From an optimization exercise on the open Yosys and OpenROAD flow, aimed at small area; shortcuts taken in it are not production practice.
Only simulation tests tie the RTL to the original design; equivalence was not proved.
No activity file was given, so power comes from the tool's default toggle rates.

==> flow/design.v (excerpt) <==
module uart_secded_top (
  input        clk,
  input        reset_n,              
  input        trans,
  input  [7:0] bus_data_in,
  output       tx,
  output [2:0] tx_status,            
  output       wait_request_write,
  input        rx,
  input        read_en,
  output [2:0] rx_status,            
  output       wait_request_read,
  output [9:0] rx_dout,              
  output       rx_valid              
);
  reg  [4:0] tcnt;
  wire       tick = (tcnt == 5'd26);
  always @(posedge clk or negedge reset_n)
    if (!reset_n) tcnt <= 5'd0;
    else          tcnt <= tick ? 5'd0 : tcnt + 5'd1;
  reg       hol;           
  reg       twr;           
  reg       wn;            
  reg [3:0] nib;
  wire      tx_full, tx_empty, tx_done;
  wire      take = tick & trans & ~tx_full;
  always @(posedge clk or negedge reset_n)
    if (!reset_n) begin
      hol <= 1'b0;
      twr <= 1'b0;
      wn  <= 1'b0;
    end else begin
      wn <= take & hol;
  ...
Settings: LEC_CHECK=0, CAP_MARGIN=20, CORE_MARGIN=2, CORE_UTILIZATION=40, SLEW_MARGIN=20; clock period 20.0 ns.
standard.sh (not shown) runs the stock make flow with config.mk's settings and CLKGATE_MAP_FILE= SYNTH_SCRIPT=/design/flow/synth_recipe.tcl, a recipe that flattens the netlist after the stock synthesis.
==> flow/flow/run.sh <==
#!/bin/bash
# Standard ORFS layout with smaller port buffers and a leaner clock tree.
set -euo pipefail
export BUFFER_PORTS_ARGS="-buffer_cell sky130_fd_sc_hd__buf_1"
export CTS_ARGS="-sink_clustering_enable -repair_clock_nets -buf_list sky130_fd_sc_hd__clkbuf_16 -root_buf sky130_fd_sc_hd__clkbuf_16 -sink_clustering_size 30 -sink_clustering_max_diameter 60 -dont_use_dummy_load"
bash standard.sh > standard.log 2>&1
==> next run, changes <==
==> flow/flow/run.sh (replaced) <==
#!/bin/bash
# Standard ORFS layout with smaller port buffers and a leaner clock tree.
set -euo pipefail
export BUFFER_PORTS_ARGS="-buffer_cell sky130_fd_sc_hd__buf_1"
export CTS_ARGS="-sink_clustering_enable -repair_clock_nets -buf_list sky130_fd_sc_hd__clkbuf_8 -root_buf sky130_fd_sc_hd__clkbuf_8 -sink_clustering_size 18 -sink_clustering_max_diameter 50 -dont_use_dummy_load"
bash standard.sh > standard.log 2>&1
After rerunning: The changed run completed without violations; clock power decreases by about a fifth; design area decreases slightly; area after synthesis stays the same; total power decreases by a few percent.


the previous run:
uart_secded_top, a different RTL version from the one above (not shown whole).
Size: ~560 cells after synthesis, about 300 flip-flops.
export LEC_CHECK = 0
export CAP_MARGIN = 20
export CORE_MARGIN = 2
export CORE_UTILIZATION = 65
export PLACE_DENSITY = 0.75
export SLEW_MARGIN = 20
create_clock -name core_clock -period 20.0 [get_ports {clk}]
==> flow/flow/run.sh <==
#!/bin/bash
# The standard ORFS layout (standard.sh), with three changes:
#  * synthesis maps with an area-oriented ABC script (flow/abc_area.script)
#    in place of ORFS's speed script; everything else in synthesis is
#    unchanged, so the registers are those of the standard synthesis;
#    adders are left to ABC too (no ORFS adder cell mapping);
#  * port buffers are sky130_fd_sc_hd__buf_1;
#  * the clock tree is built from clkbuf_4 cells in clusters of up to 12
#    sinks, without dummy loads.
# Each tool's output is in orfs/logs/...; make's output is in standard.log.
set -euo pipefail
HERE=$(pwd)
rm -rf "$HERE/scripts"
cp -r "$FLOW_HOME/scripts" "$HERE/scripts"
cp "$HERE/flow/abc_area.script" "$HERE/scripts/abc_speed.script"
export SCRIPTS_DIR="$HERE/scripts"
export ADDER_MAP_FILE=
export BUFFER_PORTS_ARGS="-buffer_cell sky130_fd_sc_hd__buf_1"
export CTS_ARGS="-sink_clustering_enable -repair_clock_nets -buf_list sky130_fd_sc_hd__clkbuf_4 -root_buf sky130_fd_sc_hd__clkbuf_4 -tree_buf sky130_fd_sc_hd__clkbuf_4 -sink_clustering_size 12 -sink_clustering_max_diameter 45 -dont_use_dummy_load"
bash standard.sh > standard.log 2>&1
==> flow/flow/abc_area.script <==
&get -n
&st
&syn2
&dch
&nf -R 1000 -p -a -F 8 -A 8
&put
topo
dnsize -c
The previous run | status: complete | timing, DRC, antenna: pass
Relative to the previous run, the following input files were edited for the current run:
diff --git a/flow/flow/run.sh b/flow/flow/run.sh
--- a/flow/flow/run.sh
+++ b/flow/flow/run.sh
@@ -17,4 +17,4 @@
 export ADDER_MAP_FILE=
 export BUFFER_PORTS_ARGS="-buffer_cell sky130_fd_sc_hd__buf_1"
-export CTS_ARGS="-sink_clustering_enable -repair_clock_nets -buf_list sky130_fd_sc_hd__clkbuf_4 -root_buf sky130_fd_sc_hd__clkbuf_4 -tree_buf sky130_fd_sc_hd__clkbuf_4 -sink_clustering_size 12 -sink_clustering_max_diameter 45 -dont_use_dummy_load"
+export CTS_ARGS="-sink_clustering_enable -repair_clock_nets -buf_list sky130_fd_sc_hd__clkbuf_4 -root_buf sky130_fd_sc_hd__clkbuf_4 -tree_buf sky130_fd_sc_hd__clkbuf_4 -sink_clustering_size 12 -sink_clustering_max_diameter 40 -dont_use_dummy_load"
 bash standard.sh > standard.log 2>&1
==> notes.md <==
The current run | status: complete | timing, DRC, antenna: pass
The lower total met3 wirelength after detailed routing came out of the previous run.
Looking only at routing usage on met1, and setting everything else aside, the higher value of the current run and the previous run goes to the current run.
Changes observed in the current run relative to the previous run: power in sequential cells now sits at about the same level, worst setup slack after placement flat, clock network fraction of design power rose by 1.2 points, number of H-tree levels increased 1, post-route cell area higher.


== v28 ==
Another version of the RTL of uart_secded_top (not shown whole).
Size in the first run: about 300 flip-flops, roughly 33 I/O pins, ~9200 um^2 of cells after synthesis.
clock: 20.0 ns
lec_check: 0
cap_margin: 20
core_margin: 2
core_utilization: 40
slew_margin: 20
==> flow/flow/run.sh <==
#!/bin/bash
# Standard ORFS layout with smaller port buffers and a leaner clock tree.
set -euo pipefail
export BUFFER_PORTS_ARGS="-buffer_cell sky130_fd_sc_hd__buf_1"
export CTS_ARGS="-sink_clustering_enable -repair_clock_nets -buf_list sky130_fd_sc_hd__clkbuf_4 -root_buf sky130_fd_sc_hd__clkbuf_8 -sink_clustering_size 10 -sink_clustering_max_diameter 40 -dont_use_dummy_load"
bash standard.sh > standard.log 2>&1
v28: flow completed, timing, DRC and antenna clean
Relative to v28, the following input files were edited for v12:
diff --git a/flow/flow/run.sh b/flow/flow/run.sh
--- a/flow/flow/run.sh
+++ b/flow/flow/run.sh
@@ -4,3 +4,4 @@
 export BUFFER_PORTS_ARGS="-buffer_cell sky130_fd_sc_hd__buf_1"
 export CTS_ARGS="-sink_clustering_enable -repair_clock_nets -buf_list sky130_fd_sc_hd__clkbuf_4 -root_buf sky130_fd_sc_hd__clkbuf_8 -sink_clustering_size 10 -sink_clustering_max_diameter 40 -dont_use_dummy_load"
+export RECOVER_POWER=100
 bash standard.sh > standard.log 2>&1
Findings:
[v12] flow finished | final checks: failed | reasons: max-capacitance violations, max-slew violations. Clock-pin transition on the worst setup and hold timing paths: v28 vs v12, no meaningful difference. v12 reports a lower share of final layout cell area taken by non-clock buffers than v28 does. Final routed wirelength across all metal layers of v12 is on par with v28. Of v12 and v28, the lower leakage dissipation belongs to v12. Diff v28 -> v12 | sequential share of layout area | increase of 0.35 points.
### v12 -> v8
Settings: PLACE_DENSITY now 0.75, previously not set; CORE_UTILIZATION now 65, was 40.
==> flow/flow/run.sh <==
#!/bin/bash
# The standard ORFS layout (standard.sh), with three changes:
#  * synthesis maps with an area-oriented ABC script (flow/abc_area.script)
#    in place of ORFS's speed script; everything else in synthesis is
#    unchanged, so the registers are those of the standard synthesis;
#    adders are left to ABC too (no ORFS adder cell mapping);
#  * port buffers are sky130_fd_sc_hd__buf_1;
#  * the clock tree is built from clkbuf_4 cells in clusters of up to 12
#    sinks, without dummy loads.
# Each tool's output is in orfs/logs/...; make's output is in standard.log.
set -euo pipefail
HERE=$(pwd)
rm -rf "$HERE/scripts"
cp -r "$FLOW_HOME/scripts" "$HERE/scripts"
cp "$HERE/flow/abc_area.script" "$HERE/scripts/abc_speed.script"
export SCRIPTS_DIR="$HERE/scripts"
export ADDER_MAP_FILE=
export BUFFER_PORTS_ARGS="-buffer_cell sky130_fd_sc_hd__buf_1"
export CTS_ARGS="-sink_clustering_enable -repair_clock_nets -buf_list sky130_fd_sc_hd__clkbuf_4 -root_buf sky130_fd_sc_hd__clkbuf_4 -tree_buf sky130_fd_sc_hd__clkbuf_4 -sink_clustering_size 12 -sink_clustering_max_diameter 35 -dont_use_dummy_load"
bash standard.sh > standard.log 2>&1
==> flow/flow/abc_area.script (new file) <==
&get -n
&st
&syn2
&dch
&nf -R 1000 -p -a -F 8 -A 8
&put
topo
dnsize -c
==> notes.md <==
v8 finished all stages; the layout is clean. v8 ended up with a higher part of the total power dissipated in sequential elements than v12 did. v8 vs. v12: total of clock buffers placed in the layout dropped 5; total power density per cell area climbed 10%; clock network fraction of total power dropped 3.6 points; worst hold slack after final layout climbed 9.0 ps; die area dropped about 40%. Summary: final area, v8 better than v12. Compared to v12, v8 leaves less free space in the core. The higher clock network latency to the later pin of the worst-skew pair came out of v8. Relative to v12, via count has decreased by 467 in v8.
diff inputs: v8 => v23
Settings: changing CORE_UTILIZATION from 65 to 40; removing PLACE_DENSITY (formerly 0.75).
==> flow/flow/run.sh <==
#!/bin/bash
# The standard ORFS layout (standard.sh), with three changes:
#  * synthesis maps with an area-oriented ABC script (flow/abc_area.script)
#    in place of ORFS's speed script; everything else in synthesis is
#    unchanged, so the registers are those of the standard synthesis;
#  * port buffers are sky130_fd_sc_hd__buf_1;
#  * the clock tree is built from clkbuf_4 cells in clusters of up to 10
#    sinks, without dummy loads.
# Each tool's output is in orfs/logs/...; make's output is in standard.log.
set -euo pipefail
HERE=$(pwd)
rm -rf "$HERE/scripts"
cp -r "$FLOW_HOME/scripts" "$HERE/scripts"
cp "$HERE/flow/abc_area.script" "$HERE/scripts/abc_speed.script"
export SCRIPTS_DIR="$HERE/scripts"
export BUFFER_PORTS_ARGS="-buffer_cell sky130_fd_sc_hd__buf_1"
export CTS_ARGS="-sink_clustering_enable -repair_clock_nets -buf_list sky130_fd_sc_hd__clkbuf_4 -root_buf sky130_fd_sc_hd__clkbuf_4 -tree_buf sky130_fd_sc_hd__clkbuf_4 -sink_clustering_size 10 -sink_clustering_max_diameter 40 -dont_use_dummy_load"
bash standard.sh > standard.log 2>&1
Findings:
- v23 reached the final stage; the timing, design-rule and antenna checks on its layout passed.
- Per the comparison of v23 with v8, number of placed instances, taps included now larger, die footprint rose by 9600 um^2, xor-xnor portion of the synthesized cell area decreased by 0.51 points relative to the old numbers.
- Clock network power share is higher on v23
- v23 and v8 ended up with roughly the same period utilization.
- v23 against v8: worst setup slack went down, compound-cell area share of the yosys netlist went up, ratio of cells with drive above 1 in the final layout went down, y dimension of the die went up, core region area went up.

[port drivers added, routing unchanged]
The results above use ideal ports. As a check the final layouts listed here were re-extracted and re-timed, cells and wires unchanged. Step 1 (the two cells are an assumption about what drives the block):
set clk [get_ports {clk}]
set_driving_cell -lib_cell sky130_fd_sc_hd__clkbuf_16 $clk
set_driving_cell -lib_cell sky130_fd_sc_hd__buf_2 [delete_from_list [all_inputs] $clk]
Step 2 also shifts input and output timing later by t, the mid clock arrival at the registers, as if the neighbouring blocks saw the same clock. Three values: ideal ports, drivers, drivers and shift; two values: the first two.
| run | t, ns | slack for setup (ns) | worst setup path at the end | latest minus earliest clock arrival (ns) | worst register clock-pin slew, ns |
|---|---|---|---|---|---|
| the first run of note 1 | 0.522 | 11.654 / 11.630 / 11.630 | input to output | 0.057 / 0.057 | 0.10 / 0.10 |
| the second run of note 1 | 0.570 | 11.654 / 11.630 / 11.630 | input to output | 0.095 / 0.095 | 0.10 / 0.10 |
| the previous run | 0.637 | 11.637 / 11.610 / 11.610 | input to output | 0.043 / 0.043 | 0.11 / 0.11 |
| the current run | 0.611 | 11.637 / 11.610 / 11.610 | input to output | 0.062 / 0.062 | 0.11 / 0.11 |
| v28 | 0.530 | 11.636 / 11.614 / 11.614 | input to output | 0.063 / 0.063 | 0.10 / 0.10 |
| v12 | 0.530 | 11.634 / 11.613 / 11.613 | input to output | 0.063 / 0.063 | 0.10 / 0.10 |
| v8 | 0.606 | 11.641 / 11.619 / 11.619 | input to output | 0.087 / 0.087 | 0.12 / 0.12 |
| v23 | 0.625 | 11.635 / 11.612 / 11.612 | input to output | 0.093 / 0.093 | 0.11 / 0.11 |
